What follows belongs to an exercise in optimizing a design on an open flow for small area; a production flow would make more cautious choices. Only simulation tests tie the RTL to the original design; equivalence was not proved. The clock input has no modelled driver; a real chip could not lean on it and would need a root buffer or a full tree. Power figures rest on the tool's default switching activity, not on a simulated workload.

==> run F: inputs <==
==> flow/design.v (excerpt) <==
module top(
	input  wire       clk,
	input  wire       rst_n,
	input  wire       key1,
	input  wire       key2,
	output wire [3:0] led
);
==> module top, before the edit <==
module top(
	input  wire       clk,
	input  wire       rst_n,
	input  wire       key1,
	input  wire       key2,
	output wire [3:0] led
);
reg  rn;
wire r = !rn;
always @(posedge clk or negedge rst_n)
	if (!rst_n) rn <= 1'b0;
	else        rn <= rst_n;
localparam [17:0] KPOL  = 18'h2AAAA;
localparam [17:0] KHIGH = 18'h2AAAA;
localparam [17:0] KS1   = 18'h2AAAB;
localparam [17:0] KTHR  = 18'h15E74;
localparam [17:0] KMSK  = 18'h3F7FF;
reg  [17:0] q1, q2;           
wire [17:0] l1 = q1 ^ KPOL;
wire [17:0] l2 = q2 ^ KPOL;
wire        m1 = ((l1 ^ KTHR) & KMSK) == 18'd0;
wire        m2 = ((l2 ^ KTHR) & KMSK) == 18'd0;
wire        k1 = m1 & !r;     
wire        k2 = m2 & !r;
always @(posedge clk) begin
	q1 <= (key1 ? KHIGH : r ? KS1 : m1 ? 18'd0 : {l1[16:0], l1[17] ^ l1[6]}) ^ KPOL;
	q2 <= (key2 ? KHIGH : r ? KS1 : m2 ? 18'd0 : {l2[16:0], l2[17] ^ l2[6]}) ^ KPOL;
end
reg  [2:0] c;                 
wire vend_s = (c[1] & c[0] & k2) | (c[2] & k1);
wire vend_d = c[2] & k2 & !k1;
reg [2:0] cn;
always @* begin
	if (r)       cn = 3'd0;
	else if (k1) cn = {c[1] & c[0], c[1] ^ c[0], !c[0] & !c[2]};    
	else if (k2) cn = {c[1] & !c[0], !c[1] & !c[2], c[0] & !c[1]};  
	else         cn = c;
end
always @(posedge clk) c <= cn;
reg        rs, rd;            
reg  [6:0] tm;                
reg  [6:0] nc;                
reg  [2:0] j;                 
wire idle   = !rs & !rd;
wire tick_s = rs & (tm[5:0] == 6'h00);                  
wire tick_d = rd & ({tm[6], tm[5:2], tm[0]} == 6'h00);  
wire tick   = tick_s | tick_d;
wire end_s  = tick_s & ({nc[4:2], nc[0]} == 4'b1100);     
wire end_d  = tick_d & ({nc[6], nc[4:2]} == 4'b0110);     
always @(posedge clk) begin
	if (idle)      tm <= 7'h01;
	else if (tick) tm <= 7'h07;
	else           tm <= {tm[5:0], tm[6] ^ tm[0]};
	nc <= {nc[5:0], ~idle & ~(nc[6] ^ nc[2])};
end
always @(posedge clk or negedge rst_n) begin
	if (!rst_n) begin
		rs <= 1'b0;
		rd <= 1'b0;
		j  <= 3'b000;
	end else begin
		rs <= (rs & !end_s) | vend_s;
		rd <= (rd & !end_d) | vend_d;
		if (tick_s)     
			j <= {(j[1] | j[2]) & !(j[0] & j[2]), j[0] ^ j[2], !(j[2] & (j[0] | !j[1]))};
		else if (tick_d)
			j <= {j[1:0], !j[2]};
	end
end
assign led = {j[2] & j[0], j[1] & !(j[2] & j[0]), !j[1] & (j[0] | j[2]), !j[2] & !j[0]};
endmodule
export LEC_CHECK = 0
export CAP_MARGIN = 0
export CORE_AREA = 2 2 57.63 57.63
export DIE_AREA = 0 0 59.63 59.63
export GPL_TIMING_DRIVEN = 0
export SLEW_MARGIN = 0
create_clock -name core_clock -period 10.0 [get_ports {clk}]
standard.sh (not shown) runs the stock make flow with config.mk's settings and CLKGATE_MAP_FILE= SYNTH_SCRIPT=/design/flow/synth_recipe.tcl, a recipe that flattens the netlist after the stock synthesis.
==> flow/flow/run.sh <==
#!/bin/bash
# Own layout flow: the standard flow, except that
#  - ports get the smallest buffer (buf_1) instead of clkdlybuf4s50_1, and
set -euo pipefail
here=$(pwd)
res=$here/orfs/results/$FLOW_PLATFORM/top/base
lib=$FLOW_HOME/platforms/$FLOW_PLATFORM/lib/sky130_fd_sc_hd__tt_025C_1v80.lib
yosys=$(command -v yosys || echo $FLOW_HOME/../tools/install/yosys/bin/yosys)
ports="BUFFER_PORTS_ARGS=-buffer_cell sky130_fd_sc_hd__buf_1"

bash standard.sh "$ports" synth > $here/flow_synth.log 2>&1

# ---- re-map the combinational logic
cp $res/1_2_yosys.v $here/synth_standard.v
dontuse=$(sed -n '/DONT_USE_CELLS/,/^$/p' $FLOW_HOME/platforms/$FLOW_PLATFORM/config.mk | grep -o 'sky130_fd_sc_hd__[A-Za-z0-9_]*' | sed 's/^/-dont_use /' | tr '\n' ' ')
mkdir -p $here/reopt
# reopt PASS IN RUNS: ABC runs named by RUNS (a<seed>: deepsyn then amap,
# n<seed>: deepsyn then &nf) on netlist IN; sets best/bestarea over all runs
best=$here/synth_standard.v; bestarea=1e30
reopt() {
  local pass=$1 in=$2 runs=$3 v s
  for v in $runs; do
    s=${v:1}
    if [[ ${v:0:1} == a ]]; then
      printf 'strash\n&get -n\n&st\n&deepsyn -T 30 -S %s\n&put\ndch -f\namap\n' $s > $here/reopt/p$pass$v.abc
    else
      printf 'strash\n&get -n\n&st\n&deepsyn -T 30 -S %s\n&dch -f\n&nf -R 1000\n&put\n' $s > $here/reopt/p$pass$v.abc
    fi
    sed -e "s#@LIB@#$lib#g" -e "s#@IN@#$in#" -e "s#@OUT@#$here/reopt/p$pass$v.v#g" \
        -e "s#@SCRIPT@#$here/reopt/p$pass$v.abc#" -e "s#@DONTUSE@#$dontuse#" $here/flow/reopt.ys > $here/reopt/p$pass$v.ys
  done
  for v in $runs; do echo p$pass$v; done | xargs -P 4 -I{} sh -c "$yosys -s $here/reopt/{}.ys > $here/flow_reopt_{}.log 2>&1"
  for v in $runs; do
    a=$(awk '/Chip area for module/ {print $NF}' $here/reopt/p$pass$v.v.stat 2>/dev/null | tail -1)
    echo "pass $pass run $v: area $a" >> $here/flow_reopt_pick.log
    if [[ -n "$a" ]] && awk -v a=$a -v b=$bestarea 'BEGIN{exit !(a<b)}'; then best=$here/reopt/p$pass$v.v; bestarea=$a; fi
  done
}
reopt 1 $here/synth_standard.v "a1 n1 a2 n2 a3 n3 a4 n4 a5 n5 a6 n6 a7 n7 a8 n8"
reopt 2 $best "a11 n11 a12 n12 a13 n13 a14 n14"
echo "picked $best: area $bestarea" >> $here/flow_reopt_pick.log
cp $best $res/1_2_yosys.v

# ---- floorplan and placement
bash standard.sh "$ports" floorplan place > $here/flow_place.log 2>&1

# ---- clock buffers
pick=""
for cfg in "buf_12 2 x" "buf_12 2 y" "clkbuf_8 3 x" "buf_8 3 x" "clkbuf_16 2 x" "clkbuf_16 2 y" "clkbuf_16 3 x" "clkbuf_16 4 x"; do
  set -- $cfg
  s=$(RES=$res CLKBUF=sky130_fd_sc_hd__$1 NBUF=$2 SPLIT=$3 openroad -no_init -exit $here/flow/clock.tcl 2>&1 \
      | tee -a $here/flow_clock_try.log | awk '/max clk pin slew:/ {print $NF}')
  echo "$cfg: $s" >> $here/flow_clock_pick.log
  if [[ -n "$s" ]] && awk -v s=$s 'BEGIN{exit !(s < 112)}'; then pick=$cfg; break; fi
done
[[ -n "$pick" ]] || pick="clkbuf_16 4 x"
set -- $pick
echo "picked $pick" >> $here/flow_clock_pick.log
RES=$res CLKBUF=sky130_fd_sc_hd__$1 NBUF=$2 SPLIT=$3 OUTDIR=$res \
  openroad -no_init -exit $here/flow/clock.tcl > $here/flow_clock.log 2>&1
cp $res/4_1_cts.odb $res/4_cts.odb

# ---- routing and final layout
bash standard.sh "$ports" finish > $here/flow_finish.log 2>&1
Other scripts of this flow, unchanged in this note and not shown: flow/flow/clock.tcl, flow/flow/reopt.ys
==> run G: changes against run F <==
--- a/flow/design.v
+++ b/flow/design.v
@@ -29,10 +29,14 @@
 reg  [2:0] c;                 
-wire vend_s = (c[1] & c[0] & k2) | (c[2] & k1);
-wire vend_d = c[2] & k2 & !k1;
+wire vend_s = ((c == 3'd3) & k2) | ((c == 3'd4) & k1);
+wire vend_d = (c == 3'd4) & k2 & !k1;
 reg [2:0] cn;
 always @* begin
-	if (r)       cn = 3'd0;
-	else if (k1) cn = {c[1] & c[0], c[1] ^ c[0], !c[0] & !c[2]};    
-	else if (k2) cn = {c[1] & !c[0], !c[1] & !c[2], c[0] & !c[1]};  
-	else         cn = c;
+	case (c)
+		3'd0:    cn = k1 ? 3'd1 : k2 ? 3'd2 : 3'd0;
+		3'd1:    cn = k1 ? 3'd2 : k2 ? 3'd3 : 3'd1;
+		3'd2:    cn = k1 ? 3'd3 : k2 ? 3'd4 : 3'd2;
+		3'd3:    cn = k1 ? 3'd4 : k2 ? 3'd0 : 3'd3;
+		default: cn = (k1 | k2) ? 3'd0 : 3'd4;
+	endcase
+	if (r) cn = 3'd0;
 end
@@ -44,12 +48,12 @@
 wire idle   = !rs & !rd;
-wire tick_s = rs & (tm[5:0] == 6'h00);                  
-wire tick_d = rd & ({tm[6], tm[5:2], tm[0]} == 6'h00);  
+wire tick_s = rs & (tm == 7'h50);        
+wire tick_d = rd & (tm[5:0] == 6'h2a);   
 wire tick   = tick_s | tick_d;
-wire end_s  = tick_s & ({nc[4:2], nc[0]} == 4'b1100);     
-wire end_d  = tick_d & ({nc[6], nc[4:2]} == 4'b0110);     
+wire end_s  = tick_s & ({nc[5:3], nc[0]} == 4'b1000);     
+wire end_d  = tick_d & ({nc[6], nc[4], nc[1:0]} == 4'b1011);  
 always @(posedge clk) begin
-	if (idle)      tm <= 7'h01;
-	else if (tick) tm <= 7'h07;
-	else           tm <= {tm[5:0], tm[6] ^ tm[0]};
-	nc <= {nc[5:0], ~idle & ~(nc[6] ^ nc[2])};
+	if (idle)      tm <= 7'h20;
+	else if (tick) tm <= 7'h00;
+	else           tm <= {tm[5:0], ~(tm[6] ^ tm[5])};
+	nc <= {nc[5:0], ~idle & ~(nc[6] ^ nc[0])};
 end
@@ -63,4 +67,11 @@
 		rd <= (rd & !end_d) | vend_d;
-		if (tick_s)     
-			j <= {(j[1] | j[2]) & !(j[0] & j[2]), j[0] ^ j[2], !(j[2] & (j[0] | !j[1]))};
+		if (tick_s)
+			case (j)
+				3'b000: j <= 3'b001;
+				3'b001: j <= 3'b011;
+				3'b011: j <= 3'b111;
+				3'b111: j <= 3'b000;
+				3'b100: j <= 3'b110;
+				default: j <= 3'b111;
+			endcase
 		else if (tick_d)
--- a/flow/flow/run.sh
+++ b/flow/flow/run.sh
@@ -2,2 +2,6 @@
 # Own layout flow: the standard flow, except that
+#  - after the standard synthesis, Yosys/ABC re-maps the combinational logic
+#    for area (flow/reopt.ys; two ABC scripts with eight seeds each, the
+#    smallest result is kept);
+#    the registers are left untouched,
 #  - ports get the smallest buffer (buf_1) instead of clkdlybuf4s50_1, and
@@ -16,28 +20,21 @@
 mkdir -p $here/reopt
-# reopt PASS IN RUNS: ABC runs named by RUNS (a<seed>: deepsyn then amap,
-# n<seed>: deepsyn then &nf) on netlist IN; sets best/bestarea over all runs
-best=$here/synth_standard.v; bestarea=1e30
-reopt() {
-  local pass=$1 in=$2 runs=$3 v s
-  for v in $runs; do
-    s=${v:1}
-    if [[ ${v:0:1} == a ]]; then
-      printf 'strash\n&get -n\n&st\n&deepsyn -T 30 -S %s\n&put\ndch -f\namap\n' $s > $here/reopt/p$pass$v.abc
-    else
-      printf 'strash\n&get -n\n&st\n&deepsyn -T 30 -S %s\n&dch -f\n&nf -R 1000\n&put\n' $s > $here/reopt/p$pass$v.abc
-    fi
-    sed -e "s#@LIB@#$lib#g" -e "s#@IN@#$in#" -e "s#@OUT@#$here/reopt/p$pass$v.v#g" \
-        -e "s#@SCRIPT@#$here/reopt/p$pass$v.abc#" -e "s#@DONTUSE@#$dontuse#" $here/flow/reopt.ys > $here/reopt/p$pass$v.ys
-  done
-  for v in $runs; do echo p$pass$v; done | xargs -P 4 -I{} sh -c "$yosys -s $here/reopt/{}.ys > $here/flow_reopt_{}.log 2>&1"
-  for v in $runs; do
-    a=$(awk '/Chip area for module/ {print $NF}' $here/reopt/p$pass$v.v.stat 2>/dev/null | tail -1)
-    echo "pass $pass run $v: area $a" >> $here/flow_reopt_pick.log
-    if [[ -n "$a" ]] && awk -v a=$a -v b=$bestarea 'BEGIN{exit !(a<b)}'; then best=$here/reopt/p$pass$v.v; bestarea=$a; fi
-  done
-}
-reopt 1 $here/synth_standard.v "a1 n1 a2 n2 a3 n3 a4 n4 a5 n5 a6 n6 a7 n7 a8 n8"
-reopt 2 $best "a11 n11 a12 n12 a13 n13 a14 n14"
+runs=""
+for s in 1 2 3 4 5 6 7 8; do
+  printf 'strash\n&get -n\n&st\n&deepsyn -T 15 -S %s\n&put\ndch -f\namap\n' $s > $here/reopt/a$s.abc
+  printf 'strash\n&get -n\n&st\n&deepsyn -T 15 -S %s\n&dch -f\n&nf -R 1000\n&put\n' $s > $here/reopt/n$s.abc
+  runs="$runs a$s n$s"
+done
+for v in $runs; do
+  sed -e "s#@LIB@#$lib#g" -e "s#@IN@#$here/synth_standard.v#" -e "s#@OUT@#$here/reopt/$v.v#g" \
+      -e "s#@SCRIPT@#$here/reopt/$v.abc#" -e "s#@DONTUSE@#$dontuse#" $here/flow/reopt.ys > $here/reopt/$v.ys
+done
+for v in $runs; do echo $v; done | xargs -P 4 -I{} sh -c "$yosys -s $here/reopt/{}.ys > $here/flow_reopt_{}.log 2>&1"
+best=""; bestarea=1e30
+for v in $runs; do
+  a=$(awk '/Chip area for module/ {print $NF}' $here/reopt/$v.v.stat 2>/dev/null | tail -1)
+  echo "run $v: area $a" >> $here/flow_reopt_pick.log
+  if [[ -n "$a" ]] && awk -v a=$a -v b=$bestarea 'BEGIN{exit !(a<b)}'; then best=$v; bestarea=$a; fi
+done
 echo "picked $best: area $bestarea" >> $here/flow_reopt_pick.log
-cp $best $res/1_2_yosys.v
+cp $here/reopt/$best.v $res/1_2_yosys.v
 
--- a/flow/config.mk
+++ b/flow/config.mk
@@ -8,4 +8,4 @@
 export CAP_MARGIN = 0
-export CORE_AREA = 2 2 57.63 57.63
-export DIE_AREA = 0 0 59.63 59.63
+export CORE_MARGIN = 2
+export CORE_UTILIZATION = 70
 export GPL_TIMING_DRIVEN = 0
==> run B: changes against run F <==
--- a/flow/design.v
+++ b/flow/design.v
@@ -40,5 +40,6 @@
 reg        rs, rd;            
-reg  [6:0] tm;                
+reg  [6:0] tq;                
 reg  [6:0] nc;                
 reg  [2:0] j;                 
+wire [6:0] tm     = tq ^ 7'h2A;
 wire idle   = !rs & !rd;
@@ -50,5 +51,5 @@
 always @(posedge clk) begin
-	if (idle)      tm <= 7'h01;
-	else if (tick) tm <= 7'h07;
-	else           tm <= {tm[5:0], tm[6] ^ tm[0]};
+	if (idle)      tq <= 7'h01 ^ 7'h2A;
+	else if (tick) tq <= 7'h07 ^ 7'h2A;
+	else           tq <= {tm[5:0], tm[6] ^ tm[0]} ^ 7'h2A;
 	nc <= {nc[5:0], ~idle & ~(nc[6] ^ nc[2])};
==> notes <==
Run F went through all stages and came out clean. Run B finished with timing, DRC and antenna clean. Run G completed without violations. The lowest area after synthesis belongs to run B, the highest to run G. The lowest power belongs to run B, the highest to run F. The lowest cell area belongs to run B, the highest to run G. Die area is the same in run B and run F. Sequential power is about the same in run B and run G. Synthesized cell count is the same in run F and run B. Of run G and run F, run G has the higher via count (gap 1.3%, measured against run F). Worst setup slack: run F < run B < run G.
==> figures <==
| quantity | run G | run F | run B |
|---|---|---|---|
| Run status | finished clean | finished clean | finished clean |
| Clock distribution power | 85.4 uW | 85.4 uW | 85.1 uW |
| Crit Reg-Reg Endpoint | c[0]$_SDFF_PN0_ | c[1]$_SDFFE_PN0P_ | c[1]$_SDFFE_PN0P_ |
| Worst Clk Skew | 0.00454 ns | 0.00560 ns | 0.00506 ns |
| Util after Layout | 77.6% | 63.0% | 62.7% |
| Share of post-route cells with drive strength above 1 | 1.06% | 1.14% | 1.14% |
| Final nets | 194 | 182 | 182 |
| Met2 routed wirelength | 1390 um | 1350 um | 1440 um |
| Internal power component | 280 uW | 282 uW | 280 uW |
| Core Rows | 18 | 20 | 20 |
| Via count of the first global-routing pass | 1032 | 1097 | 1141 |
| Number of standard cells after synthesis | 179 | 167 | 167 |
| Total nets after synthesis | 183 | 171 | 171 |
| Combined area of the multi-input logic cells | 593 sq um | 558 sq um | 548 sq um |
| Final critical delay including setup and external delays | 2.94 ns | 3.02 ns | 3.01 ns |
| Tap Count | 30 | 33 | 33 |
| Net switching power of the design | 63.1 uW | 64.3 uW | 62.4 uW |
| Placement-stage cell area | 0.00188 sq mm | 0.00185 sq mm | 0.00184 sq mm |
In every run of this note, the design's own scripts or RTL, not TritonCTS, make the clock network.

## port drivers added, routing unchanged
In the flow no input, the clock included, has a driving cell. The finished layouts below were timed again as built, in two steps.
Step 1: set_driving_cell puts a clkbuf_16 on clk and a buf_2 on each other input, an assumption about the parent block.
Step 2 also shifts input and output timing later by t, the mid clock arrival at the registers, as if the neighbouring blocks saw the same clock.
Three values: ideal, step 1, step 2; two values: the first two.
| run | t, ns | setup slack, ns | worst setup path after step 2 | worst slew at a driven data input, ns |
|---|---|---|---|---|
| run F | 0.182 | 6.981 / 6.933 / 7.049 | input to register | 0.03 |
| run G | 0.179 | 7.055 / 7.010 / 7.022 | input to register | 0.03 |
| run B | 0.181 | 6.987 / 6.939 / 7.060 | input to register | 0.03 |
After both steps setup and hold are still met in every run listed. For run G, which loses most, drivers alone change the setup slack by -0.045 ns; drivers and shift together by -0.033 ns.
